From an optimization exercise on the open Yosys and OpenROAD flow, aimed at small area, a short achievable clock period and few clock cycles; shortcuts taken in it are not production practice. The RTL was checked by simulation tests, not by an equivalence proof against the original design.

==> flow/run.sh <==
#!/bin/bash
# synth_recipe.tcl (not shown) runs the flow's synth.tcl, then flattens the netlist and writes it again
# the make line also repeats each setting of config.mk as NAME=value (left out here)
make -C /OpenROAD-flow-scripts/flow DESIGN_CONFIG=/design/flow/config.mk WORK_HOME=/design/flow/orfs CLKGATE_MAP_FILE= SYNTH_SCRIPT=/design/flow/synth_recipe.tcl finish
==> flow/design.v <==
module geofence (clk, reset, X, Y, valid, is_inside);
  input clk;
  input reset;
  input [9:0] X;
  input [9:0] Y;
  output reg valid;
  output reg is_inside;
  localparam S_IN = 2'd0, S_SCAN = 2'd1, S_PAIR = 2'd2, S_WAIT = 2'd3;
  reg [1:0] st;
  reg [3:0] cnt;
  reg [2:0] scfg;
  reg [2:0] mask;
  reg [1:0] tp;
  reg       opp, hf;
  reg [2:0] ph, rnd;
  reg       res_q, rpos_q;
  reg [9:0] tx, ty;
  always @(posedge clk) if (st == S_IN && cnt == 4'd1) begin tx <= X; ty <= Y; end
  wire        sxn = X < tx;
  wire        syn = Y < ty;
  wire [9:0]  mxn = sxn ? tx - X : X - tx;
  wire [9:0]  myn = syn ? ty - Y : Y - ty;
  reg [21:0] dr0, dr1, dr2, dr3, dr4, dr5;
  wire wr_d = (st == S_IN) && (cnt >= 4'd2) && (cnt <= 4'd7);
  always @(posedge clk) begin
    dr0 <= wr_d ? {sxn, mxn, syn, myn} : dr5;
    dr1 <= dr0; dr2 <= dr1; dr3 <= dr2; dr4 <= dr3; dr5 <= dr4;
  end
  wire       bsx = dr0[21];
  wire [9:0] bax = dr0[20:11];
  wire       bsy = dr0[10];
  wire [9:0] bay = dr0[9:0];
  wire nzx = |bax;
  wire nzy = |bay;
  wire q0 = ~bsx & nzx & ~bsy;
  wire q1 = (bsx | ~nzx) & ~bsy & nzy;
  wire q3 = ~bsx & bsy;
  wire [1:0] quad = {~q0 & ~q1, q1 | q3};
  wire odd = q1 | q3;
  wire lex = bay <= bax;
  wire eqx = bay == bax;
  wire half0 = odd ? (~lex | eqx) : lex;
  reg [9:0] ra, rb;         
  wire fb_a, fb_b;
  wire [9:0] n0 = fb_b ? rb : (fb_a ? ra : (lex ? bay : bax));
  wire [9:0] mxv = lex ? bax : bay;
  reg [9:0] br, bd;
  reg [1:0] bquad;
  reg       bh1;
  always @(posedge clk) begin
    br <= n0; bd <= mxv; bquad <= quad; bh1 <= ~half0;
  end
  function [11:0] r4step;
    input [9:0] r;
    input [9:0] d;
    reg [12:0] t1, t2, t3;
    begin
      t1 = {1'b0, r, 2'b00} - {3'b000, d};
      t2 = {1'b0, r, 2'b00} - {2'b00, d, 1'b0};
      t3 = {1'b0, r, 2'b00} - {2'b00, d, 1'b0} - {3'b000, d};
      if (!t3[12])      r4step = {2'd3, t3[9:0]};
      else if (!t2[12]) r4step = {2'd2, t2[9:0]};
      else if (!t1[12]) r4step = {2'd1, t1[9:0]};
      else              r4step = {2'd0, r[7:0], 2'b00};
    end
  endfunction
  wire [11:0] sc = r4step(br, bd);
  reg [9:0] cr, cd;
  reg [1:0] cq, cquad;
  reg       ch1;
  always @(posedge clk) begin
    cr <= sc[9:0]; cd <= bd; cq <= sc[11:10]; cquad <= bquad; ch1 <= bh1;
  end
  wire [11:0] sd = r4step(cr, cd);
  wire [3:0]  q4 = {cq, sd[11:10]};
  wire [9:0]  rem = sd[9:0];
  wire [6:0]  code = {cquad, ch1, ch1 ? ~q4 : q4};
  reg [9:0] e0, e1, e2, e3, e4, e5;
  wire [9:0] ev [0:5];
  assign ev[0] = e0; assign ev[1] = e1; assign ev[2] = e2;
  assign ev[3] = e3; assign ev[4] = e4; assign ev[5] = e5;
  wire [5:0] a_p, a_n, a_a;
  genvar g;
  generate
    for (g = 1; g < 6; g = g + 1) begin : cmpg
      wire [6:0] dl = e0[9:3] - ev[g][9:3];
      wire amb = dl[5:0] == 6'd0;
      wire en = (st == S_IN) && (cnt >= 4'd7) && (cnt <= 4'd11) && (g <= cnt - 4'd6);
      assign a_p[g] = en & ~amb & ~dl[6];
      assign a_n[g] = en & ~amb & dl[6];
      assign a_a[g] = en & amb;
    end
  endgenerate
  assign a_p[0] = 1'b0; assign a_n[0] = 1'b0; assign a_a[0] = 1'b0;
  wire [2:0] ua = rpos_q ? 3'b100 : 3'b010;
  wire [2:0] ub = rpos_q ? 3'b010 : 3'b100;
  wire [2:0] apos = 3'd6 - {1'b0, tp};    
  wire [2:0] upd [0:5];
  wire [2:0] fin [0:5];
  generate
    for (g = 0; g < 6; g = g + 1) begin : updg
      assign fin[g] = (g == 0) ? {|a_n[5:1], |a_p[5:1], |a_a[5:1]}
                               : {a_p[g], a_n[g], a_a[g]};
      wire [2:0] u_fb = (res_q && g == 0) ? ub :
                        (res_q && g == apos) ? ua : 3'b000;
      assign upd[g] = fin[g] | u_fb;
    end
  endgenerate
  wire wr_c = (st == S_IN) && (cnt >= 4'd5) && (cnt <= 4'd10);
  always @(posedge clk) begin
    e0 <= wr_c ? {code, 3'b000} : (e5 | {7'd0, upd[5]});
    e1 <= e0 | {7'd0, upd[0]};
    e2 <= e1 | {7'd0, upd[1]};
    e3 <= e2 | {7'd0, upd[2]};
    e4 <= e3 | {7'd0, upd[3]};
    e5 <= e4 | {7'd0, upd[4]};
  end
  wire [5:0] fP, fN, fA;
  generate
    for (g = 0; g < 6; g = g + 1) begin : fg
      assign fP[g] = ev[g][2] | fin[g][2];
      assign fN[g] = ev[g][1] | fin[g][1];
      assign fA[g] = ev[g][0] | fin[g][0];
    end
  endgenerate
  wire ins_sure = &(fP & fN);
  wire out_sure = |(~fA & ~(fP & fN));
  wire [5:0] rP = {e5[2], e4[2], e3[2], e2[2], e1[2], e0[2]};
  wire [5:0] rN = {e5[1], e4[1], e3[1], e2[1], e1[1], e0[1]};
  wire ins_now = &(rP & rN);
  wire amb1 = e3[8:3] == e4[8:3];
  wire amb2 = e3[8:3] == e5[8:3];
  wire amb3 = (e3[8:3] == e0[8:3]) && (scfg < 3'd3);
  wire [2:0] pend = {amb3, amb2, amb1} & ~mask;
  wire [1:0] tsel = pend[0] ? 2'd1 : (pend[1] ? 2'd2 : 2'd3);
  wire [2:0] tbit = pend[0] ? 3'b001 : (pend[1] ? 3'b010 : 3'b100);
  wire       eb9 = (tsel == 2'd1) ? e4[9] : ((tsel == 2'd2) ? e5[9] : e0[9]);
  wire inp = (st == S_PAIR);
  assign fb_a = inp && (ph == 3'd0) && (rnd != 3'd0);
  assign fb_b = inp && (rnd != 3'd0) &&
                ((tp == 2'd1) ? (ph == 3'd5) : (tp == 2'd2) ? (ph == 3'd4) : (ph == 3'd3));
  wire a_d = inp && (ph == 3'd2);
  wire b_d = inp && ((tp == 2'd1) ? (ph == 3'd1 && rnd != 3'd0) :
                     (tp == 2'd2) ? (ph == 3'd0 && rnd != 3'd0) : (ph == 3'd5));
  wire [2:0] brnd = (tp == 2'd3) ? rnd : rnd - 3'd1;
  reg [3:0] ba;
  wire differ = q4 != ba;
  wire res = b_d && (brnd != 3'd0) && (differ || brnd == 3'd5);
  wire rpos = differ & ((q4 > ba) ^ hf ^ opp);
  always @(posedge clk) begin
    if (a_d) begin
      ra <= rem;
      ba <= q4;
    end
    if (b_d) rb <= rem;
  end
  wire fin_scan = (st == S_SCAN) && (ins_now || (pend == 3'd0 && scfg == 3'd5));
  always @(posedge clk or posedge reset) begin
    if (reset) begin
      st <= S_IN;
      cnt <= 4'd1;
      scfg <= 3'd0;
      mask <= 3'd0;
      tp <= 2'd1;
      opp <= 1'b0;
      hf <= 1'b0;
      ph <= 3'd0;
      rnd <= 3'd0;
      res_q <= 1'b0;
      rpos_q <= 1'b0;
      valid <= 1'b0;
      is_inside <= 1'b0;
    end else begin
      res_q <= res;
      rpos_q <= rpos;
      valid <= 1'b0;
      case (st)
        S_IN: begin
          if (cnt == 4'd11) begin
            cnt <= 4'd12;
            valid <= ins_sure | out_sure;
            is_inside <= ins_sure;
            if (!(ins_sure | out_sure)) begin
              st <= S_SCAN;
              scfg <= 3'd0;
              mask <= 3'd0;
            end
          end else if (cnt == 4'd12)
            cnt <= 4'd1;
          else
            cnt <= cnt + 4'd1;
        end
        S_SCAN: begin
          if (fin_scan) begin
            valid <= 1'b1;
            is_inside <= ins_now;
            st <= S_IN;
            cnt <= 4'd12;
          end else if (pend == 3'd0) begin
            scfg <= scfg + 3'd1;
            mask <= 3'd0;
          end else begin
            st <= S_PAIR;
            tp <= tsel;
            mask <= mask | tbit;
            opp <= e3[9] ^ eb9;
            hf <= e3[7];
            ph <= 3'd1;
            rnd <= 3'd0;
          end
        end
        default: begin  
          if (ph == 3'd5) begin
            ph <= 3'd0;
            rnd <= rnd + 3'd1;
          end else
            ph <= ph + 3'd1;
          if (st == S_PAIR && res)
            st <= S_WAIT;
          else if (st == S_WAIT && ph == 3'd5)
            st <= S_SCAN;
        end
      endcase
    end
  end
endmodule
==> flow/config.mk <==
export PLATFORM = sky130hd
export DESIGN_NAME = geofence
export DESIGN_NICKNAME = geofence
export VERILOG_FILES = /design/flow/design.v
export SDC_FILE = /design/flow/constraint.sdc
export NUM_CORES = 4
export LEC_CHECK = 0
export CAP_MARGIN = 20
export CORE_MARGIN = 2
export CORE_UTILIZATION = 40
export SLEW_MARGIN = 20
==> flow/constraint.sdc <==
create_clock -name core_clock -period 5.5 [get_ports {clk}]
set_input_delay 1.1000 -clock core_clock [delete_from_list [all_inputs] [get_ports {clk}]]
set_output_delay 1.1000 -clock core_clock [all_outputs]
set_load 0.01 [all_outputs]
==> results_dict.tcl, run 1 <==
set metrics [dict create \
    drt_first_iter_violations 506 \
    drt-total-wl_um 33300 \
    drive_above_1_share_pct 8.18 \
    grt_pass1_vias 10600 \
    wl_per_cell_um 15.3 \
    dp_hpwl_um 24900 \
    endpoint_kind "register" \
    syn_avg_cell_area_um2 9.68 \
    cp_max_fo 4 \
    worstPathCellList "inv_1 -> fa_1 -> nor2b_1 -> o21ai_0 -> a21boi_0 -> o21ai_0 -> a21boi_0 -> nor2_1 -> ha_1 -> o21ai_0 -> nand2b_1 -> a21o_1 -> a21oi_1 -> nand4_1 -> ha_1 -> a21oi_1 -> ha_1 -> and4_1 -> a21oi_1 -> a21oi_1 -> nor3_1 -> o21a_1 -> a21oi_1 -> o32ai_1" \
    critPathTopFamily "compound AO/OA/AOI/OAI gates" \
    hold_class "reg2reg" \
    slowest_stage "fa_1" \
    final_nets 1817 \
    numPortBuffers 23 \
    setup_tns_ns 0 \
    grt_max_degree 44 \
    core_um2 38500 \
    grt_antenna_before_repair 0 \
    rsz0062_at_grt "false" \
    cts_tree "built" \
    row_count 72 \
    status "complete, no violations" \
    maxCapViolations 0 \
    finClkSkew_ns 0.0257 \
    root_buffer "clkbuf_16" \
    die_height_um 201 \
    die_width_um 201 \
    worst_ep_required_time_ns 5.92 \
    ios 24 \
    first_pass_iters 5 \
    clkLatencyLatePin_ns 0.53 \
    via_count 11100 \
    postSynthCellCount 1602 \
    cpPeakStageDelay_ns 0.45 \
    relSlewSlack_pct 34.7 \
    yosysUniqueCellTypes 84 \
    crit_top_cell "a21oi_1" \
    synth_warnings 1 \
    critPathKind "reg2reg" \
    postLayoutCoreUtil_pct 45.8 \
    synth-edff-count 44 \
    grt_pass1_wl_um 54800 \
    instances_no_fill 2181 \
    finalCritPeriodShare_pct 89.5 \
    hold_violations 0 \
    initial_core_util_pct 40.3 \
    synth-main-ff-cell "dfxtp_1" \
    cts_hold_buf 0 \
    place.gp.congestion 0.851 \
    drc_errors 0 \
    diodes 0 \
    cts_buffer_depth 3 \
    maxSlewViolCount 0 \
    grt_overflow 0 \
    critPathBufInv 1 \
    yosysSeqAreaShare_pct 43.7 \
    arrival_ns 5.35 \
    start_kind "register" \
    grt_usage_pct 16.5 \
    fmax_ghz 0.203 \
    setup_viol 0 \
    clk_pin_slew_ns 0.06 \
    vias_per_cell 5.09 \
    syn_area_um2 15500 \
    htree_levels 2 \
    placed_cells 2117 \
    tightest_slew_ns 0.977 \
    ant_nets 0 \
    area_growth_pct 13.6 \
    cts_buffers 35 \
    synth-seq-cells 310 \
    dieArea_um2 40400 \
    period_needed_ns 4.92 \
    synth_nets 1783 \
    cts_sinks 310 \
    synth-async-reset-ratio_pct 8.39 \
]
==> synth_stat cells (8+ instances only) <==
cell / number / share of area [%]
o21a_1: 11 / 0.53
nand2b_1: 32 / 1.3
xnor2_1: 53 / 3.0
inv_1: 165 / 4.0
or3_1: 9 / 0.36
o21ai_1: 9 / 0.29
a211oi_1: 14 / 0.68
a21oi_1: 93 / 3.0
nor3_1: 20 / 0.65
nand4_1: 14 / 0.56
and3_1: 14 / 0.56
dfxtp_1: 240 / 31
o211ai_1: 15 / 0.73
ha_1: 152 / 12
mux2_2: 28 / 2.0
mux2i_1: 28 / 1.8
nor2_1: 78 / 1.9
a31oi_1: 11 / 0.44
nor2b_1: 31 / 1.3
edfxtp_1: 44 / 8.5
clkbuf_1: 28 / 0.68
and2_1: 11 / 0.44
xor2_1: 32 / 1.8
o21bai_1: 14 / 0.68
nand2_1: 125 / 3.0
dfrtp_1: 24 / 3.9
nor4_1: 8 / 0.32
nand3_1: 14 / 0.45
o21ai_0: 115 / 3.7
a21o_1: 28 / 1.4
==> final cells by class <==
type	count	area [µm²]
fillers	3611	20800
multi-input cells	1091	8000
flip-flops and latches	310	6780
clock buffers	49	1110
well taps	518	648
inverters	165	619
repair buffers	33	305
clock inverters	15	164
==> final timing paths <==
kind | startpoint | to | slack (ns) | cells past startpoint
setup reg to reg | cr[0] | st[1] | 0.58 | 24
setup / recovery | cr[0] | st[1] | 0.58 | 24
min in group asynchronous | reset | rnd[0] | 0.97 | 2
max in group asynchronous | reset | rnd[1] | 4.13 | 2
hold / removal | dr3[7] | dr4[7] | 0.32 | 0
hold reg to reg | dr3[7] | dr4[7] | 0.32 | 0
==> logic make-up (layout without fill, tap and decap cells) <==
group	after synthesis	count (layout)	share of synthesized area, %
compound gates	400	400	16.6
simple gates	389	389	12.7
flops	310	310	43.7
buf+inv	201	262	4.96
fa+ha+maj	159	159	13.2
xor+xnor	86	86	4.90
mux	57	57	3.91
==> registers in the layout, indices dropped and copies added, names as in the netlist, 4 cells and up <==
register  count
rb           10
ba            4
dr0          22
e4           10
br           10
cnt           4
bd           10
dr2          22
e2           10
ra           10
dr4          22
dr5          22
ty           10
cd           10
cr           10
dr3          22
tx           10
e3           10
e1           10
dr1          22
e5           10
e0           10
==> cells in the final DEF, fill, tap and decap left out, types with 14 or more instances in the layout <==
cell / instances
nor2b_1: 31
nand2_1: 125
inv_1: 164
nor2_1: 78
dfxtp_1: 240
xor2_1: 32
a211oi_1: 14
o211ai_1: 15
mux2_2: 28
clkdlybuf4s50_1: 23
nand3_1: 14
o21ai_0: 114
o21bai_1: 14
nand4_1: 14
mux2i_1: 28
edfxtp_1: 44
a21o_1: 28
a21oi_1: 93
nor3_1: 18
dfrtp_1: 24
clkbuf_16: 40
ha_1: 152
xnor2_1: 53
nand2b_1: 32
==> per-stage QoR <==
step | setup WS (ns) | area, µm² | hold WS, ns
floorplan | 0.987 | 15500 | 0.310
global placement | 0.827 | 16300 | 0.310
global route | 0.0400 | 17600 | 0.329
detailed placement | 0.605 | 16300 | 0.312
CTS | 0.569 | 17600 | 0.319
finish | 0.576 | 17600 | 0.321
==> layer usage <==
layer | vias to the layer above | wire (µm) | share of wire (%) | global-route usage (%)
li1 | 5680 | - | - | -
met1 | 5216 | 16500 | 50 | 23.0
met2 | 157 | 14900 | 45 | 26.3
met3 | 43 | 1310 | 3.9 | 2.97
met4 | 0 | 642 | 1.9 | 4.60
met5 | - | 0 | 0 | 0
==> what timing repair did <==
item | in CTS | in global routing
gates resized for setup | 0 | 1
buffers inserted | 0 | 0
endpoints found under the setup margin | 0 | 1
Testbench counts, summed over its fixed seeds: cycles 20,092.
==> inputs of run 2 (changes only) <==
--- a/flow/config.mk
+++ b/flow/config.mk
@@ -5,7 +5,9 @@
 export SDC_FILE = /design/flow/constraint.sdc
 export NUM_CORES = 4
 export LEC_CHECK = 0
+export ABC_CLOCK_PERIOD_IN_PS = 3000
 export CAP_MARGIN = 20
 export CORE_MARGIN = 2
 export CORE_UTILIZATION = 40
+export SETUP_SLACK_MARGIN = 2.5
 export SLEW_MARGIN = 20
==> results_dict.tcl, run 2 <==
set metrics [dict create \
    grt_antenna_before_repair 0 \
    clk_pin_slew_ns 0.06 \
    period_needed_ns 4.29 \
    synth-seq-cells 310 \
    mostFrequentLayoutCell "dfxtp_1" \
    syn_area_um2 15500 \
    synth_nets 1783 \
    row_count 72 \
    synth-main-ff-cell "dfxtp_1" \
    diodes 0 \
    maxSlewViolCount 0 \
    drc_errors 0 \
    yosysUniqueCellTypes 84 \
    vias_per_cell 5.16 \
    cp_max_fo 4 \
    nFillCells 3495 \
    area_growth_pct 24.5 \
    synth-edff-count 44 \
    synth-async-reset-ratio_pct 8.39 \
    wl_per_cell_um 15.9 \
    die_width_um 201 \
    start_kind "register" \
    grt_overflow 0 \
    via_count 11700 \
    worst_ep_required_time_ns 5.91 \
    grt_usage_pct 17.7 \
    ios 24 \
    multi_input_area_um2 9090 \
    cts_buffers 34 \
    yosysTopAreaCellShare_pct 31.0 \
    synth_area_leaders "dfxtp_1 31%, ha_1 12%, edfxtp_1 8.5%" \
    cts_sinks 310 \
    fin_area_um2 19300 \
    initial_core_util_pct 40.3 \
    syn_avg_cell_area_um2 9.68 \
    relSlewSlack_pct 38.1 \
    dieArea_um2 40400 \
    htree_levels 2 \
    status "complete, no violations" \
    grt_pass1_wl_um 58900 \
    first_pass_iters 5 \
    drt-total-wl_um 35900 \
    synth_commonest_cells "240 x dfxtp_1, 165 x inv_1, 152 x ha_1" \
    critPathKind "reg2reg" \
    seqCellArea_um2 6820 \
    place.gp.congestion 0.843 \
    hold_violations 0 \
    drt_first_iter_violations 547 \
    layout_common_cells "223 x dfxtp_1, 143 x inv_1, 117 x nand2_1, 117 x ha_1, 74 x nor2_1" \
    hold_class "reg2reg" \
    core_um2 38500 \
    postSynthCellCount 1602 \
    rrSetupSlack_ns 1.21 \
    setup_viol 0 \
    synth.largest_area_cell "dfxtp_1" \
    grt_max_degree 44 \
    synth_warnings 1 \
    grt_pass1_vias 11800 \
    fmax_ghz 0.233 \
    cts_buffer_depth 3 \
    placedInstanceArea_um2 16600 \
    numPortBuffers 23 \
    setup_tns_ns 0 \
    postLayoutCoreUtil_pct 50.2 \
    dp_hpwl_um 25500 \
    fin_hold_ws_ns 0.316 \
    drive_above_1_share_pct 23.6 \
    maxCapViolations 0 \
    clkLatencyLatePin_ns 0.53 \
    rsz0062_at_grt "true" \
    cts_tree "built" \
    yosysSeqAreaShare_pct 43.7 \
    yosysMostFrequentCell "dfxtp_1" \
    finClkSkew_ns 0.0174 \
    ant_nets 0 \
    arrival_ns 4.70 \
    final_nets 1896 \
    root_buffer "clkbuf_16" \
    die_height_um 201 \
    tightest_slew_ns 0.905 \
    endpoint_kind "register" \
    finalCritPeriodShare_pct 78.1 \
]
## run 2: critical path, cell delays in order, from the launching register on
cell and delay, ns:
dfxtp_4 0.38, inv_2 0.04, fa_2 0.54, inv_2 0.04, ha_4 0.21, o21a_1 0.13, o21ai_2 0.17, a21oi_2 0.08
o21ai_2 0.15, a21oi_2 0.07, o21ai_1 0.13, nand2b_1 0.09, a21o_1 0.19, a21oi_2 0.13, nand4_1 0.18, ha_4 0.34
a21oi_4 0.04, ha_4 0.28, and4_4 0.22, o21ai_1 0.07, a21oi_1 0.14, a21oi_1 0.08, o21a_1 0.21, o221ai_1 0.17
nand2_1 0.07
## run 2: timing repair
item,4_1_cts,5_1_grt
pin swaps,75,43
gates cloned,1,1
buffers inserted,56,22
gates resized for setup,190,109
hold buffers,0,0
endpoints found under the setup margin,68,60
## run 2: through the flow
step	worst slack [ns]	instances
2_1_floorplan	1.37	1602
3_3_place_gp	0.967	2117
3_5_place_dp	0.785	2117
4_1_cts	1.15	2236
5_1_grt	0.912	2259
6_report	1.21	2259
## run 2: final timing paths
check | end | depth (start not counted) | from
worst max register to register | st[0] | 24 | cr[0]
worst max-delay path | st[0] | 24 | cr[0]
max in group asynchronous | cnt[2] | 2 | reset
min in group asynchronous | valid | 2 | reset
worst min register to register | dr4[3] | 0 | dr3[3]
worst min-delay path | dr4[3] | 0 | dr3[3]
## run 2: cell type report
class / count / area share (%)
Inverter: 165 / 3.36
Sequential cell: 310 / 35.3
Clock inverter: 15 / 0.758
Clock buffer: 47 / 4.98
Tap cell: 518 / 3.36
Multi-Input combinational cell: 1091 / 47.1
Timing Repair Buffer: 113 / 5.14
## run 2: routing by layer
layer	vias up	share of wire (%)	track usage, %
met2	188	49	31.5
met1	5579	46	22.3
li1	5833	-	-
met4	0	2.5	5.11
met3	63	2.7	2.56
met5	-	0	0
## run 2: cells by family after synthesis
kind of cell    share of synthesized area [%]
xor+xnor                                 4.90
compound gates                           16.6
fa+ha+maj                                13.2
flops                                    43.7
mux                                      3.91
buf+inv                                  4.96
simple gates                             12.7
==> inputs of run 3 (changes only) <==
--- a/flow/design.v
+++ b/flow/design.v
@@ -16,10 +16,14 @@
   reg       res_q, rpos_q;
   reg [9:0] tx, ty;
   always @(posedge clk) if (st == S_IN && cnt == 4'd1) begin tx <= X; ty <= Y; end
-  wire        sxn = X < tx;
-  wire        syn = Y < ty;
-  wire [9:0]  mxn = sxn ? tx - X : X - tx;
-  wire [9:0]  myn = syn ? ty - Y : Y - ty;
+  wire [10:0] dxp = {1'b0, X} - {1'b0, tx};
+  wire [10:0] dxm = {1'b0, tx} - {1'b0, X};
+  wire [10:0] dyp = {1'b0, Y} - {1'b0, ty};
+  wire [10:0] dym = {1'b0, ty} - {1'b0, Y};
+  wire        sxn = dxp[10];
+  wire        syn = dyp[10];
+  wire [9:0]  mxn = sxn ? dxm[9:0] : dxp[9:0];
+  wire [9:0]  myn = syn ? dym[9:0] : dyp[9:0];
   reg [21:0] dr0, dr1, dr2, dr3, dr4, dr5;
   wire wr_d = (st == S_IN) && (cnt >= 4'd2) && (cnt <= 4'd7);
   always @(posedge clk) begin
@@ -44,34 +48,40 @@
   wire fb_a, fb_b;
   wire [9:0] n0 = fb_b ? rb : (fb_a ? ra : (lex ? bay : bax));
   wire [9:0] mxv = lex ? bax : bay;
+  wire [11:0] x3 = {2'b00, bax} + {1'b0, bax, 1'b0};
+  wire [11:0] y3 = {2'b00, bay} + {1'b0, bay, 1'b0};
+  wire [11:0] mx3 = lex ? x3 : y3;
   reg [9:0] br, bd;
+  reg [11:0] bd3;
   reg [1:0] bquad;
   reg       bh1;
   always @(posedge clk) begin
-    br <= n0; bd <= mxv; bquad <= quad; bh1 <= ~half0;
+    br <= n0; bd <= mxv; bd3 <= mx3; bquad <= quad; bh1 <= ~half0;
   end
   function [11:0] r4step;
     input [9:0] r;
     input [9:0] d;
+    input [11:0] d3;
     reg [12:0] t1, t2, t3;
     begin
       t1 = {1'b0, r, 2'b00} - {3'b000, d};
       t2 = {1'b0, r, 2'b00} - {2'b00, d, 1'b0};
-      t3 = {1'b0, r, 2'b00} - {2'b00, d, 1'b0} - {3'b000, d};
+      t3 = {1'b0, r, 2'b00} - {1'b0, d3};
       if (!t3[12])      r4step = {2'd3, t3[9:0]};
       else if (!t2[12]) r4step = {2'd2, t2[9:0]};
       else if (!t1[12]) r4step = {2'd1, t1[9:0]};
       else              r4step = {2'd0, r[7:0], 2'b00};
     end
   endfunction
-  wire [11:0] sc = r4step(br, bd);
+  wire [11:0] sc = r4step(br, bd, bd3);
   reg [9:0] cr, cd;
+  reg [11:0] cd3;
   reg [1:0] cq, cquad;
   reg       ch1;
   always @(posedge clk) begin
-    cr <= sc[9:0]; cd <= bd; cq <= sc[11:10]; cquad <= bquad; ch1 <= bh1;
-  end
-  wire [11:0] sd = r4step(cr, cd);
+    cr <= sc[9:0]; cd <= bd; cd3 <= bd3; cq <= sc[11:10]; cquad <= bquad; ch1 <= bh1;
+  end
+  wire [11:0] sd = r4step(cr, cd, cd3);
   wire [3:0]  q4 = {cq, sd[11:10]};
   wire [9:0]  rem = sd[9:0];
   wire [6:0]  code = {cquad, ch1, ch1 ? ~q4 : q4};
@@ -94,14 +104,14 @@
   assign a_p[0] = 1'b0; assign a_n[0] = 1'b0; assign a_a[0] = 1'b0;
   wire [2:0] ua = rpos_q ? 3'b100 : 3'b010;
   wire [2:0] ub = rpos_q ? 3'b010 : 3'b100;
-  wire [2:0] apos = 3'd6 - {1'b0, tp};    
+  wire [2:0] apos = (tp == 2'd1) ? 3'd0 : (3'd7 - {1'b0, tp});    
   wire [2:0] upd [0:5];
   wire [2:0] fin [0:5];
   generate
     for (g = 0; g < 6; g = g + 1) begin : updg
       assign fin[g] = (g == 0) ? {|a_n[5:1], |a_p[5:1], |a_a[5:1]}
                                : {a_p[g], a_n[g], a_a[g]};
-      wire [2:0] u_fb = (res_q && g == 0) ? ub :
+      wire [2:0] u_fb = (res_q && g == 1) ? ub :
                         (res_q && g == apos) ? ua : 3'b000;
       assign upd[g] = fin[g] | u_fb;
     end
@@ -128,9 +138,15 @@
   wire [5:0] rP = {e5[2], e4[2], e3[2], e2[2], e1[2], e0[2]};
   wire [5:0] rN = {e5[1], e4[1], e3[1], e2[1], e1[1], e0[1]};
   wire ins_now = &(rP & rN);
-  wire amb1 = e3[8:3] == e4[8:3];
-  wire amb2 = e3[8:3] == e5[8:3];
-  wire amb3 = (e3[8:3] == e0[8:3]) && (scfg < 3'd3);
+  reg nb1, nb2, nb3;
+  always @(posedge clk) begin
+    nb1 <= e2[8:3] == e3[8:3];
+    nb2 <= e2[8:3] == e4[8:3];
+    nb3 <= e2[8:3] == e5[8:3];
+  end
+  wire amb1 = nb1;
+  wire amb2 = nb2;
+  wire amb3 = nb3 && (scfg < 3'd3);
   wire [2:0] pend = {amb3, amb2, amb1} & ~mask;
   wire [1:0] tsel = pend[0] ? 2'd1 : (pend[1] ? 2'd2 : 2'd3);
   wire [2:0] tbit = pend[0] ? 3'b001 : (pend[1] ? 3'b010 : 3'b100);
@@ -143,16 +159,20 @@
   wire b_d = inp && ((tp == 2'd1) ? (ph == 3'd1 && rnd != 3'd0) :
                      (tp == 2'd2) ? (ph == 3'd0 && rnd != 3'd0) : (ph == 3'd5));
   wire [2:0] brnd = (tp == 2'd3) ? rnd : rnd - 3'd1;
-  reg [3:0] ba;
-  wire differ = q4 != ba;
-  wire res = b_d && (brnd != 3'd0) && (differ || brnd == 3'd5);
-  wire rpos = differ & ((q4 > ba) ^ hf ^ opp);
+  reg [3:0] ba, qb;
+  reg       bchk, blast;
+  wire differ = qb != ba;
+  wire res = bchk && (differ || blast);
+  wire rpos = differ & ((qb > ba) ^ hf ^ opp);
   always @(posedge clk) begin
     if (a_d) begin
       ra <= rem;
       ba <= q4;
     end
     if (b_d) rb <= rem;
+    qb <= q4;
+    bchk <= b_d && (brnd != 3'd0);
+    blast <= brnd == 3'd5;
   end
   wire fin_scan = (st == S_SCAN) && (ins_now || (pend == 3'd0 && scfg == 3'd5));
   always @(posedge clk or posedge reset) begin
==> results_dict.tcl, run 3 <==
set metrics [dict create \
    row_count 75 \
    cts_hold_buf 0 \
    postLayoutCoreUtil_pct 49.1 \
    fmax_ghz 0.309 \
    yosysTopAreaCellShare_pct 31.7 \
    synth-async-reset-ratio_pct 7.62 \
    period_needed_ns 3.24 \
    vias_per_cell 5.16 \
    layout_common_cells "251 x dfxtp_1, 199 x inv_1, 158 x ha_1" \
    endpoint_kind "register" \
    die_height_um 211 \
    nFillCells 3850 \
    cts_buffers 38 \
    synth_commonest_cells "271 x dfxtp_1, 210 x inv_1, 185 x ha_1" \
    place.gp.congestion 0.888 \
    synth.largest_area_cell "dfxtp_1" \
    grt_pass1_vias 12300 \
    finClkSkew_ns 0.0229 \
    drc_errors 0 \
    mostFrequentLayoutCell "dfxtp_1" \
    tightest_slew_ns 0.849 \
    slowest_stage "or3_1" \
    fin_area_um2 20600 \
    drive_above_1_share_pct 17.5 \
    arrival_ns 3.72 \
    cpPeakStageDelay_ns 0.37 \
    numPortBuffers 23 \
    clk_pin_slew_ns 0.06 \
    critPathKind "in2reg" \
    dp_hpwl_um 28600 \
    grt_antenna_before_repair 0 \
    cp_max_fo 5 \
    via_count 12500 \
    yosysSeqAreaShare_pct 43.3 \
    synth_area_leaders "dfxtp_1 32%, ha_1 14%, edfxtp_1 7.7%" \
    critPathBufInv 2 \
    grt_pass1_wl_um 62900 \
    crit_top_cell "o21ai_2" \
    initial_core_util_pct 40.7 \
    ant_nets 0 \
    grt_overflow 0 \
    syn_avg_cell_area_um2 9.62 \
    htree_levels 2 \
    synth_nets 1992 \
    grt_usage_pct 17.6 \
    synth_warnings 1 \
    cts_sinks 341 \
    hold_class "reg2reg" \
    finalCritPeriodShare_pct 58.9 \
    status "complete, no violations" \
    drt_first_iter_violations 584 \
    setup_slack_ns 2.26 \
    yosysUniqueCellTypes 96 \
    die_width_um 211 \
    clkLatencyLatePin_ns 0.56 \
    core_um2 42000 \
    start_kind "input pin" \
    grt_max_degree 59 \
    diodes 0 \
    maxCapViolations 0 \
    rsz0062_at_grt "true" \
    cts_tree "built" \
    place_ws_ns 1.00 \
    postSynthCellCount 1777 \
    wl_per_cell_um 16.4 \
    synth-main-ff-cell "dfxtp_1" \
    cts_buffer_depth 3 \
    ios 24 \
    synth-edff-count 44 \
    yosysMostFrequentCell "dfxtp_1" \
    setup_tns_ns 0 \
    synth-seq-cells 341 \
    final_nets 2073 \
    worst_ep_required_time_ns 5.99 \
    dieArea_um2 44400 \
    critPathTopFamily "compound AO/OA/AOI/OAI gates" \
    syn_area_um2 17100 \
    worstPathCellList "buf_12 -> inv_12 -> ha_4 -> fa_2 -> and2b_1 -> o21ai_2 -> a21o_1 -> and3_4 -> o41ai_4 -> o22ai_2 -> a31oi_2 -> o21ai_2 -> or3_1 -> a31oi_1" \
    first_pass_iters 5 \
    relSlewSlack_pct 42.9 \
    placedInstanceArea_um2 18000 \
    hold_violations 0 \
    area_growth_pct 20.7 \
    setup_viol 0 \
    maxSlewViolCount 0 \
    drt-total-wl_um 39700 \
    root_buffer "clkbuf_16" \
]
-- run 3: area by class of cell --
type | count | area (µm²) | share of cell area (%)
clock inverters | 23 | 287 | 1.39
inverters | 211 | 821 | 3.98
multi-input cells | 1191 | 9700 | 47.0
well taps | 539 | 674 | 3.27
clock buffers | 47 | 1020 | 4.92
repair buffers | 75 | 687 | 3.33
flip-flops and latches | 341 | 7450 | 36.1
-- run 3: path summary, 6_finish.rpt --
kind	from	to	slack (ns)	cells after the start
min reg2reg	dr4[12]	dr5[12]	0.32	0
max	X[0]	dr0[20]	2.26	14
min in group asynchronous	reset	rnd[0]	0.93	2
max in group asynchronous	reset	cnt[1]	4.15	2
min	dr4[12]	dr5[12]	0.32	0
max reg2reg	tx[0]	dr0[20]	2.47	12
-- run 3: metrics by stage --
step	hold WS, ns	cells
floorplan	0.310	1777
global placement	0.310	2315
detailed placement	0.312	2315
CTS	0.322	2400
global route	0.325	2427
finish	0.319	2427
-- run 3: cells by family after synthesis --
kind of cell | synth area share (%)
AOI/OAI and AO/OA | 17.4
xor gates and xnor gates | 5.02
adders and majority gates | 14.5
buffers and inverters | 5.56
DFF | 43.3
muxes | 2.18
and+or+nand+nor | 12.0
-- run 3: timing repair --
item                       in CTS  in global routing
cloned                          1                  1
pin swaps                      21                 37
gates resized for setup        91                145
buffers inserted               14                 26
setup endpoints to repair      50                 57
-- run 3: layer usage --
metal | global-route usage, % | vias to the layer above | wire (µm)
li1 | - | 6371 | -
met1 | 23.1 | 5902 | 18700
met2 | 30.1 | 188 | 18700
met3 | 2.48 | 67 | 1360
met4 | 5.10 | 0 | 993
met5 | 0 | - | 0
-- run 3: worst register-to-register path, stage by stage (launching register included) --
cell,delay (ns)
edfxtp_1,0.43
ha_4,0.19
fa_2,0.34
and2b_1,0.21
o21ai_2,0.06
a21o_1,0.21
and3_4,0.22
o41ai_4,0.26
o22ai_2,0.16
a31oi_2,0.27
o21ai_2,0.09
or3_1,0.37
a31oi_1,0.17
Testbench counts of run 3, summed over its fixed seeds: cycles 20,092.
==> inputs of run 4 (changes only) <==
==> flow/config.mk (replaced) <==
export PLATFORM = sky130hd
export DESIGN_NAME = geofence
export DESIGN_NICKNAME = geofence
export VERILOG_FILES = /design/flow/design.v
export SDC_FILE = /design/flow/constraint.sdc
export NUM_CORES = 4
export LEC_CHECK = 0
export ABC_CLOCK_PERIOD_IN_PS = 3500
export CAP_MARGIN = 20
export CORE_MARGIN = 2
export CORE_UTILIZATION = 40
export SETUP_SLACK_MARGIN = 2.0
export SLEW_MARGIN = 20
==> results_dict.tcl, run 4 <==
set metrics [dict create \
    status "complete, no violations" \
    setup_viol 0 \
    fin_hold_ws_ns 0.320 \
    mostFrequentLayoutCell "dfxtp_1" \
    endpoint_kind "register" \
    initial_core_util_pct 40.7 \
    yosysSeqAreaShare_pct 43.3 \
    die_width_um 211 \
    tightest_slew_ns 1.01 \
    finClkSkew_ns 0.0202 \
    vias_per_cell 5.17 \
    layout_common_cells "271 x dfxtp_1, 209 x inv_1, 183 x ha_1" \
    yosysUniqueCellTypes 96 \
    gr-usage-met3_pct 3.43 \
    grt_antenna_before_repair 1 \
    cts_buffers 37 \
    row_count 75 \
    drt_first_iter_violations 727 \
    place.gp.congestion 0.876 \
    numPortBuffers 23 \
    setup_slack_ns 1.97 \
    worst_ep_required_time_ns 5.98 \
    cpPeakStageDelay_ns 0.39 \
    grt_pass1_wl_um 62100 \
    critPathBufInv 2 \
    clkLatencyLatePin_ns 0.55 \
    rr_endpoint "mask[1]" \
    via_count 12300 \
    slowest_stage "o41ai_2" \
    relSlewSlack_pct 32.6 \
    hold_violations 0 \
    synth-edff-count 44 \
    synth-async-reset-ratio_pct 7.62 \
    postSynthCellCount 1777 \
    rrSetupSlack_ns 2.14 \
    core_um2 42000 \
    first_pass_iters 6 \
    r2r_cells 10 \
    dieArea_um2 44400 \
    wl_per_cell_um 16.0 \
    clk_pin_slew_ns 0.07 \
    final_nets 2034 \
    use_met1_pct 22.2 \
    maxSlewViolCount 0 \
    yosysMostFrequentCell "dfxtp_1" \
    ios 24 \
    worstPathCellList "dlygate4sd2_1 -> inv_1 -> ha_2 -> fa_2 -> and2b_1 -> o21ai_1 -> a21o_1 -> and3_4 -> o41ai_2 -> o22ai_2 -> a31oi_4 -> o21ai_2 -> or3_1 -> a31oi_1" \
    synth-seq-cells 341 \
    nFillCells 4001 \
    grt_max_degree 39 \
    setup_tns_ns 0 \
    cts_buffer_depth 3 \
    hp-start "dr3[18]" \
    critPathKind "in2reg" \
    root_buffer "clkbuf_16" \
    synth_warnings 1 \
    hold_class "reg2reg" \
    postLayoutCoreUtil_pct 46.2 \
    syn_area_um2 17100 \
    start_kind "input pin" \
    cts_tree "built" \
    place_ws_ns 0.874 \
    rsz0062_at_grt "true" \
    grt_usage_pct 17.5 \
    synth-main-ff-cell "dfxtp_1" \
    gr-usage-met2_pct 29.8 \
    period_needed_ns 3.53 \
    cp_max_fo 5 \
    grt_pass1_vias 12100 \
    htree_levels 2 \
    min_path_cells 0 \
    maxCapViolations 0 \
    area_growth_pct 13.5 \
    drc_errors 0 \
    drt-total-wl_um 38200 \
    synth_commonest_cells "271 x dfxtp_1, 210 x inv_1, 185 x ha_1" \
    cts_sinks 341 \
    yosysTopAreaCellShare_pct 31.7 \
    syn_avg_cell_area_um2 9.62 \
    r2r_start "cnt[2]" \
    synth_nets 1992 \
    critPathTopFamily "compound AO/OA/AOI/OAI gates" \
    grt_busiest_layer "met2" \
    drive_above_1_share_pct 9.43 \
    ant_nets 0 \
    arrival_ns 4.01 \
    synth.largest_area_cell "dfxtp_1" \
    finalCritPeriodShare_pct 64.2 \
    dp_hpwl_um 28900 \
    fmax_ghz 0.283 \
    min_to "dr4[18]" \
    grt_overflow 0 \
    synth_area_leaders "dfxtp_1 32%, ha_1 14%, edfxtp_1 7.7%" \
    die_height_um 211 \
]
==> run 4: cell counts after synthesis <==
Identical to the previous run, type by type.
==> run 4: worst max-delay path by stage <==
stage / startpoint / cells after the start / end / slack [ns]
after global routing: X[0] / 15 / dr0[20] / 1.87
after detailed placement: Y[0] / 13 / dr0[9] / 0.87
final: X[0] / 14 / dr0[20] / 1.97
after global placement: Y[0] / 13 / dr0[9] / 0.94
after CTS: Y[0] / 13 / dr0[9] / 2.01
after floorplan: X[0] / 13 / dr0[20] / 1.95
==> run 4: cell type report <==
cell class / count / area (µm²) / share of cell area [%]
inverter: 211 / 792 / 4.08
timing repair buffer: 38 / 349 / 1.80
multi-input combinational: 1190 / 8950 / 46.1
tap: 539 / 674 / 3.48
clock buffer: 46 / 1030 / 5.31
antenna: 1 / 2.50 / 0.0129
clock inverter: 20 / 209 / 1.08
sequential: 341 / 7400 / 38.1
==> run 4: routing by layer <==
| metal | share of wire, % | up-vias |
|---|---|---|
| li1 | - | 6279 |
| met1 | 46 | 5755 |
| met2 | 47 | 223 |
| met3 | 4.1 | 67 |
| met4 | 2.5 | 0 |
| met5 | 0 | - |
==> run 4: cell families after synthesis <==
| family | count (synthesis) | share of synthesized area [%] |
|---|---|---|
| AOI/OAI and AO/OA | 457 | 17.4 |
| and+or+nand+nor | 407 | 12.0 |
| DFF | 341 | 43.3 |
| buffers and inverters | 246 | 5.56 |
| adders and majority gates | 193 | 14.5 |
| xor gates and xnor gates | 98 | 5.02 |
| muxes | 35 | 2.18 |
==> run 4: repair_timing <==
item                       4_1_cts  5_1_grt
resized for setup               19       19
setup endpoints to repair       12       27
setup buffers                    4        1
hold buffers                     0        0
pin swaps                        6        5
==> run 4: metrics by stage <==
step / cells / cell area [µm²]
floorplan: 1777 / 17100
CTS: 2384 / 19300
global route: 2385 / 19400
finish: 2386 / 19400
detailed placement: 2314 / 18000
global placement: 2313 / 17900
==> inputs of run 5 (changes only) <==
--- a/flow/design.v
+++ b/flow/design.v
@@ -14,6 +14,8 @@
   reg       opp, hf;
   reg [2:0] ph, rnd;
   reg       res_q, rpos_q;
+  reg [5:1] cmpm;           
+  reg       dec, wrd, wrc;  
   reg [9:0] tx, ty;
   always @(posedge clk) if (st == S_IN && cnt == 4'd1) begin tx <= X; ty <= Y; end
   wire [10:0] dxp = {1'b0, X} - {1'b0, tx};
@@ -25,7 +27,7 @@
   wire [9:0]  mxn = sxn ? dxm[9:0] : dxp[9:0];
   wire [9:0]  myn = syn ? dym[9:0] : dyp[9:0];
   reg [21:0] dr0, dr1, dr2, dr3, dr4, dr5;
-  wire wr_d = (st == S_IN) && (cnt >= 4'd2) && (cnt <= 4'd7);
+  wire wr_d = wrd;
   always @(posedge clk) begin
     dr0 <= wr_d ? {sxn, mxn, syn, myn} : dr5;
     dr1 <= dr0; dr2 <= dr1; dr3 <= dr2; dr4 <= dr3; dr5 <= dr4;
@@ -95,7 +97,7 @@
     for (g = 1; g < 6; g = g + 1) begin : cmpg
       wire [6:0] dl = e0[9:3] - ev[g][9:3];
       wire amb = dl[5:0] == 6'd0;
-      wire en = (st == S_IN) && (cnt >= 4'd7) && (cnt <= 4'd11) && (g <= cnt - 4'd6);
+      wire en = cmpm[g];
       assign a_p[g] = en & ~amb & ~dl[6];
       assign a_n[g] = en & ~amb & dl[6];
       assign a_a[g] = en & amb;
@@ -116,7 +118,7 @@
       assign upd[g] = fin[g] | u_fb;
     end
   endgenerate
-  wire wr_c = (st == S_IN) && (cnt >= 4'd5) && (cnt <= 4'd10);
+  wire wr_c = wrc;
   always @(posedge clk) begin
     e0 <= wr_c ? {code, 3'b000} : (e5 | {7'd0, upd[5]});
     e1 <= e0 | {7'd0, upd[0]};
@@ -188,15 +190,23 @@
       rnd <= 3'd0;
       res_q <= 1'b0;
       rpos_q <= 1'b0;
+      cmpm <= 5'd0;
+      dec <= 1'b0;
+      wrd <= 1'b0;
+      wrc <= 1'b0;
       valid <= 1'b0;
       is_inside <= 1'b0;
     end else begin
       res_q <= res;
       rpos_q <= rpos;
       valid <= 1'b0;
+      cmpm <= (st == S_IN && cnt >= 4'd6 && cnt <= 4'd10) ? {cmpm[4:1], 1'b1} : 5'd0;
+      dec <= (st == S_IN && cnt == 4'd10);
+      wrd <= (st == S_IN && cnt >= 4'd1 && cnt <= 4'd6);
+      wrc <= (st == S_IN && cnt >= 4'd4 && cnt <= 4'd9);
       case (st)
         S_IN: begin
-          if (cnt == 4'd11) begin
+          if (dec) begin
             cnt <= 4'd12;
             valid <= ins_sure | out_sure;
             is_inside <= ins_sure;
==> flow/config.mk (replaced) <==
export PLATFORM = sky130hd
export DESIGN_NAME = geofence
export DESIGN_NICKNAME = geofence
export VERILOG_FILES = /design/flow/design.v
export SDC_FILE = /design/flow/constraint.sdc
export NUM_CORES = 4
export LEC_CHECK = 0
export ABC_CLOCK_PERIOD_IN_PS = 3000
export CAP_MARGIN = 20
export CORE_MARGIN = 2
export CORE_UTILIZATION = 40
export SETUP_SLACK_MARGIN = 2.5
export SLEW_MARGIN = 20
==> results_dict.tcl, run 5 <==
set metrics [dict create \
    status "complete, no violations" \
    clkLatencyLatePin_ns 0.53 \
    synth-seq-cells 349 \
    rsz0062_at_grt "true" \
    fmax_ghz 0.283 \
    worst_ep_required_time_ns 5.92 \
    maxSlewViolCount 0 \
    htree_levels 2 \
    ios 24 \
    cts_buffers 36 \
    drc_errors 0 \
    postSynthCellCount 1761 \
    drt-total-wl_um 39000 \
    synth-main-ff-cell "dfxtp_1" \
    synth_nets 1972 \
    maxCapViolations 0 \
    arrival_ns 3.96 \
    layout_common_cells "256 x dfxtp_1, 181 x inv_1, 153 x ha_1" \
    fin_area_um2 20700 \
    drt_first_iter_violations 639 \
    numPortBuffers 23 \
    synth_area_leaders "dfxtp_1 31%, ha_1 13%, edfxtp_1 7.7%" \
    synth.largest_area_cell "dfxtp_1" \
    dp_hpwl_um 28400 \
    slowest_stage "or4b_4" \
    nFillCells 3919 \
    cpPeakStageDelay_ns 0.53 \
    cts_sinks 349 \
    cp_max_fo 6 \
    grt_max_degree 58 \
    initial_core_util_pct 40.3 \
    grt_pass1_wl_um 64400 \
    row_count 76 \
    drive_above_1_share_pct 17.5 \
    critPathTopFamily "compound AO/OA/AOI/OAI gates" \
    mostFrequentLayoutCell "dfxtp_1" \
    setup_viol 0 \
    yosysTopAreaCellShare_pct 31.5 \
    synth-async-reset-ratio_pct 9.74 \
    clk_pin_slew_ns 0.07 \
    grt_pass1_vias 12800 \
    yosysSeqAreaShare_pct 44.1 \
    start_kind "register" \
    synth_warnings 1 \
    cts_tree "built" \
    hold_class "reg2reg" \
    cts_hold_buf 0 \
    hold_violations 0 \
    core_um2 42800 \
    via_count 12600 \
    finalCritPeriodShare_pct 64.3 \
    dieArea_um2 44800 \
    yosysUniqueCellTypes 76 \
    vias_per_cell 5.16 \
    critPathBufInv 2 \
    synth_commonest_cells "271 x dfxtp_1, 193 x inv_1, 181 x ha_1" \
    first_pass_iters 5 \
    syn_area_um2 17200 \
    grt_usage_pct 17.8 \
    final_nets 2074 \
    die_width_um 212 \
    relSlewSlack_pct 44.8 \
    placedInstanceArea_um2 18400 \
    wl_per_cell_um 16.0 \
    crit_top_cell "a2111oi_4" \
    worstPathCellList "inv_2 -> ha_4 -> a2111o_1 -> a2111oi_4 -> and4b_4 -> or4b_4 -> a2111oi_4 -> or2_4 -> o211ai_4 -> a211oi_4 -> buf_4 -> a21oi_2" \
    grt_overflow 0 \
    period_needed_ns 3.54 \
    tightest_slew_ns 0.826 \
    setup_tns_ns 0 \
    ant_nets 0 \
    endpoint_kind "register" \
    placed_cells 2313 \
    root_buffer "clkbuf_16" \
    synth-edff-count 44 \
    critPathKind "reg2reg" \
    instances_no_fill 2436 \
    yosysMostFrequentCell "dfxtp_1" \
    area_growth_pct 20.0 \
    grt_antenna_before_repair 0 \
    syn_avg_cell_area_um2 9.79 \
    place.gp.congestion 0.879 \
    finClkSkew_ns 0.0142 \
    die_height_um 212 \
    cts_buffer_depth 3 \
    rrSetupSlack_ns 1.96 \
]
## run 5: cell count changes after synthesis, sizes merged, moves of 7 or more
cell | before | now
o21ai | 147 | 102
a211oi | 8 | 19
inv | 211 | 193
dfrtp | 24 | 32
nand2 | 115 | 91
nor2 | 94 | 109
a31oi | 24 | 13
mux2 | 18 | 33
a21oi | 95 | 121
nor3 | 37 | 30
and2 | 6 | 15
buf | 13 | 1
clkbuf | 22 | 29
## run 5: what timing repair did
action	4_1_cts	5_1_grt
pin swaps	45	26
gates resized for setup	157	41
setup endpoints to repair	51	55
setup buffers	34	24
endpoints found under the hold margin	0	0
cloned	0	0
## run 5: cells by family (layout without fill, tap and decap cells)
logic type               after synthesis  count (layout)  share of synthesized area (%)
AO/OA/AOI/OAI                        443             443                           16.9
buffers and inverters                224             352                           4.89
other                                  0               1                              0
AND/OR/NAND/NOR                      403             403                           11.6
flip-flops                           349             349                           44.1
XOR/XNOR                              99              99                           5.03
multiplexers                          54              54                           3.38
adder cells (fa/ha/maj)              189             189                           14.1
## run 5: worst reg2reg max path, stage by stage, from the launching register on
cell and delay (ns):
dfxtp_2 0.34, inv_2 0.04, ha_4 0.23, a2111o_1 0.44, a2111oi_4 0.35, and4b_4 0.27
or4b_4 0.53, a2111oi_4 0.36, or2_4 0.20, o211ai_4 0.13, a211oi_4 0.31, buf_4 0.18
a21oi_2 0.03
## run 5: metrics by stage
stage / hold slack (ns) / util [%] / setup WS [ns]
floorplan: 0.310 / - / 1.93
global placement: 0.310 / 43.0 / 0.641
detailed placement: 0.312 / 43.0 / 0.631
CTS: 0.323 / 47.6 / 2.00
global route: 0.327 / 48.4 / 1.88
finish: 0.319 / 48.4 / 1.96
## run 5: per-layer routing
| layer | up-vias | wire length [µm] | global-route usage (%) |
|---|---|---|---|
| met2 | 165 | 18200 | 30.2 |
| met5 | - | 0 | 0 |
| li1 | 6343 | - | - |
| met3 | 82 | 1180 | 2.57 |
| met1 | 5972 | 18400 | 23.1 |
| met4 | 0 | 1230 | 6.39 |
## run 5: final timing paths
kind / from / to / cells past startpoint
worst max-delay path: e4[7] / mask[0] / 12
worst min-delay path: dr1[10] / dr2[10] / 0
worst max register to register: e4[7] / mask[0] / 12
worst min register to register: dr1[10] / dr2[10] / 0
max in group asynchronous: reset / tp[0] / 3
min in group asynchronous: reset / scfg[1] / 3
## run 5: cell type report
cell class	count	area, µm²	share of cell area, %
Timing Repair Buffer	94	817	3.95
Antenna cell	1	2.50	0.0121
Multi-Input combinational cell	1188	9620	46.5
Tap cell	546	683	3.30
Clock inverter	17	131	0.635
Sequential cell	349	7630	36.9
Inverter	194	766	3.70
Clock buffer	47	1050	5.06
Testbench counts of run 5, summed over its fixed seeds: cycles 20,092.
==> inputs of run 6 (changes only) <==
--- a/flow/design.v
+++ b/flow/design.v
@@ -206,15 +206,14 @@
       wrc <= (st == S_IN && cnt >= 4'd4 && cnt <= 4'd9);
       case (st)
         S_IN: begin
+          scfg <= 3'd0;
+          mask <= 3'd0;
           if (dec) begin
             cnt <= 4'd12;
             valid <= ins_sure | out_sure;
             is_inside <= ins_sure;
-            if (!(ins_sure | out_sure)) begin
+            if (!(ins_sure | out_sure))
               st <= S_SCAN;
-              scfg <= 3'd0;
-              mask <= 3'd0;
-            end
           end else if (cnt == 4'd12)
             cnt <= 4'd1;
           else
--- a/flow/config.mk
+++ b/flow/config.mk
@@ -5,9 +5,10 @@
 export SDC_FILE = /design/flow/constraint.sdc
 export NUM_CORES = 4
 export LEC_CHECK = 0
+export ABC_AREA = 1
 export ABC_CLOCK_PERIOD_IN_PS = 3000
 export CAP_MARGIN = 20
 export CORE_MARGIN = 2
-export CORE_UTILIZATION = 40
+export CORE_UTILIZATION = 55
 export SETUP_SLACK_MARGIN = 2.5
 export SLEW_MARGIN = 20
==> results_dict.tcl, run 6 <==
set metrics [dict create \
    status "complete, no violations" \
    diodes 0 \
    synth_commonest_cells "383 x nand2_1, 336 x inv_1, 271 x dfxtp_1" \
    drive_above_1_share_pct 7.45 \
    relSlewSlack_pct 55.5 \
    clkLatencyLatePin_ns 0.53 \
    grt_pass1_wl_um 66600 \
    syn_avg_cell_area_um2 8.43 \
    root_buffer "clkbuf_16" \
    grt_usage_pct 25.0 \
    initial_core_util_pct 55.8 \
    slowest_stage "clkdlybuf4s50_1" \
    endpoint_kind "register" \
    maxCapViolations 0 \
    synth_area_leaders "dfxtp_1 31%, ha_1 13%, nand2_1 8.2%" \
    numPortBuffers 23 \
    grt_pass1_vias 12900 \
    synth.largest_area_cell "dfxtp_1" \
    critPathKind "in2reg" \
    synth_warnings 1 \
    drc_errors 0 \
    setup_viol 0 \
    rsz0062_at_grt "false" \
    mostFrequentLayoutCell "nand2_1" \
    die_width_um 183 \
    synth-async-reset-ratio_pct 9.74 \
    synth-main-ff-cell "dfxtp_1" \
    postLayoutCoreUtil_pct 62.4 \
    start_kind "input pin" \
    grt_antenna_before_repair 0 \
    htree_levels 2 \
    synth_nets 2300 \
    clk_pin_slew_ns 0.06 \
    layout_common_cells "381 x nand2_1, 336 x inv_1, 271 x dfxtp_1" \
    rr_endpoint "ra[9]" \
    cts_buffer_depth 3 \
    cts_sinks 349 \
    ant_nets 0 \
    via_count 13500 \
    grt_max_degree 42 \
    dp_hpwl_um 32000 \
    die_height_um 183 \
    arrival_ns 3.27 \
    postSynthCellCount 2089 \
    min_to "dr4[7]" \
    fmax_ghz 0.351 \
    first_pass_iters 7 \
    final_nets 2343 \
    cts_buffers 38 \
    min_path_cells 0 \
    area_growth_pct 11.8 \
    hold_violations 0 \
    synth-seq-cells 349 \
    drt_first_iter_violations 782 \
    hp-start "dr3[7]" \
    wl_per_cell_um 16.1 \
    ios 24 \
    cts_tree "built" \
    row_count 65 \
    finClkSkew_ns 0.0164 \
    place.gp.congestion 0.879 \
    tightest_slew_ns 0.661 \
    r2r_start "cr[5]" \
    vias_per_cell 5.25 \
    worstPathCellList "clkdlybuf4s50_1 -> inv_1 -> ha_4 -> nand2_1 -> o21ai_2 -> a21oi_2 -> o21ai_2 -> a21oi_1 -> o21bai_4 -> buf_4 -> a21oi_1 -> a22o_1" \
    cpPeakStageDelay_ns 0.51 \
    yosysUniqueCellTypes 63 \
    rrSetupSlack_ns 2.73 \
    fin_area_um2 19700 \
    grt_overflow 0 \
    synth-edff-count 44 \
    maxSlewViolCount 0 \
    syn_area_um2 17600 \
    hold_class "reg2reg" \
    r2r_cells 11 \
    yosysMostFrequentCell "nand2_1" \
    dieArea_um2 33500 \
    period_needed_ns 2.85 \
    drt-total-wl_um 41300 \
    yosysTopAreaCellShare_pct 30.8 \
    core_um2 31600 \
    yosysSeqAreaShare_pct 43.1 \
    placedInstanceArea_um2 18200 \
    cp_max_fo 7 \
    setup_tns_ns 0 \
    worst_ep_required_time_ns 5.92 \
    finalCritPeriodShare_pct 51.9 \
]
run 6: stage by stage:
| step | hold slack [ns] | setup WS [ns] | std cells |
|---|---|---|---|
| finish | 0.323 | 2.65 | 2564 |
| global route | 0.329 | 2.50 | 2564 |
| CTS | 0.323 | 2.49 | 2561 |
| detailed placement | 0.312 | 1.54 | 2485 |
| global placement | 0.310 | 1.62 | 2485 |
| floorplan | 0.310 | 2.59 | 2089 |
run 6: routing by layer:
layer / vias up / GRT usage (%) / wire (µm)
li1: 6949 / - / -
met1: 6174 / 35.1 / 20200
met2: 259 / 40.4 / 18400
met3: 69 / 3.18 / 1540
met4: 0 / 7.49 / 1140
met5: - / 0 / 0
run 6: how the worst max path moves through the flow:
stage | start | endpoint | slack, ns | depth (start not counted)
2_1_floorplan | Y[0] | dr0[9] | 2.59 | 12
3_3_place_gp | Y[0] | dr0[9] | 1.62 | 14
3_5_place_dp | Y[0] | dr0[9] | 1.54 | 14
4_1_cts | Y[0] | dr0[9] | 2.49 | 14
5_1_grt | cd[6] | rb[9] | 2.50 | 12
6_report | X[3] | dr0[12] | 2.65 | 12
run 6: cell families (layout without fill, tap and decap cells):
group | Yosys count | count (layout) | synth area share [%]
AOI/OAI and AO/OA | 398 | 398 | 13.5
xor gates and xnor gates | 90 | 90 | 4.48
adders and majority gates | 189 | 189 | 13.8
buffers and inverters | 382 | 455 | 8.45
DFF | 349 | 349 | 43.1
muxes | 1 | 1 | 0.0568
and+or+nand+nor | 680 | 680 | 16.6
run 6: critical path: cells and delay by family:
kind / cells / cell delay (ns)
adder cells (fa/ha/maj): 1 / 0.31
buffers and inverters: 3 / 0.75
AO/OA/AOI/OAI: 7 / 1.01
AND/OR/NAND/NOR: 1 / 0.08
run 6: area by class of cell:
cell class              instances  area [µm²]
clock buffers                  44        1040
clock inverters                26         244
fillers                      2774       11900
inverters                     346        1300
multi-input cells            1358        8650
flip-flops and latches        349        7600
well taps                     402         503
repair buffers                 39         360
run 6: timing repair:
| action | 4_1_cts | 5_1_grt |
|---|---|---|
| buffers inserted | 6 | 3 |
| gates cloned | 0 | 0 |
| setup endpoints to repair | 23 | 25 |
| gates resized for setup | 10 | 18 |
| pin swaps | 4 | 6 |
| hold buffers | 0 | 0 |
Testbench counts of run 6, summed over its fixed seeds: cycles 20,092.
==> inputs of run 7 (changes only) <==
==> flow/config.mk (replaced) <==
export PLATFORM = sky130hd
export DESIGN_NAME = geofence
export DESIGN_NICKNAME = geofence
export VERILOG_FILES = /design/flow/design.v
export SDC_FILE = /design/flow/constraint.sdc
export NUM_CORES = 4
export LEC_CHECK = 0
export ABC_CLOCK_PERIOD_IN_PS = 2800
export CAP_MARGIN = 20
export CORE_MARGIN = 2
export CORE_UTILIZATION = 55
export SETUP_SLACK_MARGIN = 3.0
export SLEW_MARGIN = 20
==> results_dict.tcl, run 7 <==
set metrics [dict create \
    htree_levels 2 \
    yosysMostFrequentCell "dfxtp_1" \
    cpPeakStageDelay_ns 0.37 \
    die_width_um 180 \
    dp_hpwl_um 27400 \
    initial_core_util_pct 55.8 \
    first_pass_iters 6 \
    maxCapViolations 0 \
    slowest_stage "fa_2" \
    tightest_slew_ns 0.772 \
    fin_area_um2 21700 \
    maxSlewViolCount 0 \
    die_height_um 180 \
    cts_buffer_depth 3 \
    grt_usage_pct 24.1 \
    ios 24 \
    fin_hold_ws_ns 0.317 \
    fmax_ghz 0.301 \
    vias_per_cell 5.50 \
    synth-async-reset-ratio_pct 9.74 \
    drc_errors 0 \
    placedInstanceArea_um2 18000 \
    nFillCells 2263 \
    dieArea_um2 32400 \
    postSynthCellCount 1744 \
    layout_common_cells "233 x dfxtp_1, 162 x inv_1, 140 x ha_1" \
    wl_per_cell_um 17.6 \
    syn_area_um2 17000 \
    setup_tns_ns 0 \
    relSlewSlack_pct 48.4 \
    cts_tree "built" \
    endpoint_kind "register" \
    arrival_ns 3.72 \
    grt_pass1_vias 12500 \
    grt_antenna_before_repair 4 \
    mostFrequentLayoutCell "dfxtp_1" \
    synth-edff-count 44 \
    critPathKind "in2reg" \
    synth_commonest_cells "271 x dfxtp_1, 183 x inv_1, 181 x ha_1" \
    syn_avg_cell_area_um2 9.77 \
    period_needed_ns 3.32 \
    hold_class "reg2reg" \
    hold_violations 0 \
    yosysTopAreaCellShare_pct 31.9 \
    drive_above_1_share_pct 26.5 \
    cts_buffers 38 \
    synth_warnings 1 \
    place.gp.congestion 0.850 \
    finalCritPeriodShare_pct 60.4 \
    synth.largest_area_cell "dfxtp_1" \
    core_um2 30500 \
    rsz0062_at_grt "true" \
    synth_area_leaders "dfxtp_1 32%, ha_1 13%, edfxtp_1 7.8%" \
    grt_pass1_wl_um 64000 \
    synth-main-ff-cell "dfxtp_1" \
    setup_viol 0 \
    finClkSkew_ns 0.0145 \
    numPortBuffers 23 \
    grt_overflow 0 \
    clk_pin_slew_ns 0.06 \
    drt-total-wl_um 41200 \
    worstPathCellList "buf_12 -> inv_12 -> ha_4 -> fa_2 -> nor2b_4 -> o21bai_4 -> and4b_2 -> nor2_4 -> mux2i_4 -> a31oi_4 -> o31ai_2 -> nand2_2 -> xnor2_2 -> mux2_4" \
    synth-seq-cells 349 \
    drt_first_iter_violations 566 \
    via_count 12800 \
    yosysUniqueCellTypes 83 \
    cts_sinks 349 \
    row_count 64 \
    clkLatencyLatePin_ns 0.52 \
    root_buffer "clkbuf_16" \
    yosysSeqAreaShare_pct 44.6 \
    diodes 0 \
    area_growth_pct 27.4 \
    status "complete, no violations" \
    cp_max_fo 7 \
    synth_nets 1955 \
    grt_max_degree 39 \
    start_kind "input pin" \
    final_nets 2121 \
    ant_nets 0 \
    worst_ep_required_time_ns 5.90 \
]
==> run 7: changes by cell type after synthesis, sizes merged, moves of 30 or more <==
cell,change
xnor2,+37
nand2,-302
nor2b,+34
inv,-161
a21o,+31
o21ai,-62
nand2b,+30
nand3,-43
mux2,+30
==> run 7: metal layers <==
layer  global-route usage (%)  part of all wire, %  vias up
met4                     6.70                  2.6        0
met2                     40.6                   48      182
met1                     32.7                   47     6194
li1                         -                    -     6393
met3                     2.84                  2.3       78
met5                        0                    0        -
==> run 7: what timing repair did <==
action                                  4_1_cts  5_1_grt
gates resized for setup                     237      178
endpoints found under the setup margin       81       78
hold endpoints to repair                      0        0
setup buffers                                68       53
gates cloned                                  4        1
hold buffers                                  0        0
pin swaps                                    72      102
==> run 7: area by class of cell <==
type	instances	area, µm²	area share (%)
clock buffer	53	1070	4.92
clock inverter	15	140	0.646
inverter	183	724	3.34
multi-input combinational	1180	10100	46.5
sequential	349	7690	35.4
tap	396	495	2.28
timing repair buffer	158	1500	6.93
==> run 7: critical path: cells and delay by family <==
| family | cells | cell delay, ns |
|---|---|---|
| AO/OA/AOI/OAI | 3 | 0.48 |
| XOR/XNOR | 1 | 0.15 |
| adder cells (fa/ha/maj) | 2 | 0.52 |
| buffers and inverters | 2 | 0.12 |
| multiplexers | 2 | 0.56 |
| AND/OR/NAND/NOR | 4 | 0.79 |
==> run 7: worst paths after layout <==
| path | startpoint | end | slack (ns) | depth (start not counted) |
|---|---|---|---|---|
| min in group asynchronous | reset | st[1] | 0.86 | 2 |
| max | X[0] | dr0[18] | 2.18 | 14 |
| max reg2reg | tx[0] | dr0[18] | 2.42 | 12 |
| max in group asynchronous | reset | cnt[0] | 3.91 | 3 |
| min | dr2[2] | dr3[2] | 0.32 | 0 |
| min reg2reg | dr2[2] | dr3[2] | 0.32 | 0 |
==> run 7: metrics by stage <==
stage	setup slack, ns	cells	utilization (%)
floorplan	2.05	1744	-
global placement	0.947	2140	59.1
CTS	2.18	2280	67.6
detailed placement	0.872	2140	59.1
global route	2.08	2334	71.1
finish	2.18	2334	71.1
==> run 7: logic make-up after synthesis <==
group	share of synthesized area, %
compound gates	15.3
xor+xnor	5.09
fa+ha+maj	14.2
buf+inv	4.84
flops	44.6
mux	3.28
simple gates	12.7

## re-timing with driven ports
No port has a modelled driver above. Below, the same layouts with a new extraction and two added sets of constraints. Step 1: set_driving_cell puts a clkbuf_16 on clk and a buf_2 on each other input, an assumption about the parent block. Step 2 adds t to the input delays and takes it off the output delays; t is the mean of the earliest and latest rising clock arrival at the registers after step 1. Input paths then give back, and output paths get back, about the clock's delay inside the block. a / b / c = ideal / step 1 / step 2; a / b = the first two.
run | t, ns | setup WS [ns] | latest minus earliest clock arrival (ns) | worst slew at a driven data input, ns
run 1 | 0.566 | 0.576 / 0.576 / 0.576 | 0.026 / 0.027 | 0.04
run 2 | 0.577 | 1.207 / 1.207 / 1.207 | 0.020 / 0.021 | 0.05
run 3 | 0.602 | 2.263 / 2.255 / 1.653 | 0.025 / 0.024 | 0.06
run 4 | 0.597 | 1.967 / 1.998 / 1.402 | 0.023 / 0.023 | 0.06
run 5 | 0.583 | 1.962 / 1.962 / 1.677 | 0.016 / 0.016 | 0.07
run 6 | 0.570 | 2.648 / 2.677 / 2.108 | 0.019 / 0.019 | 0.05
run 7 | 0.562 | 2.177 / 2.151 / 1.589 | 0.018 / 0.019 | 0.08
After both steps setup and hold are still met in every run listed. The setup slack of run 3, which loses most, moves by -0.008 ns with the drivers and by -0.610 ns with both steps.
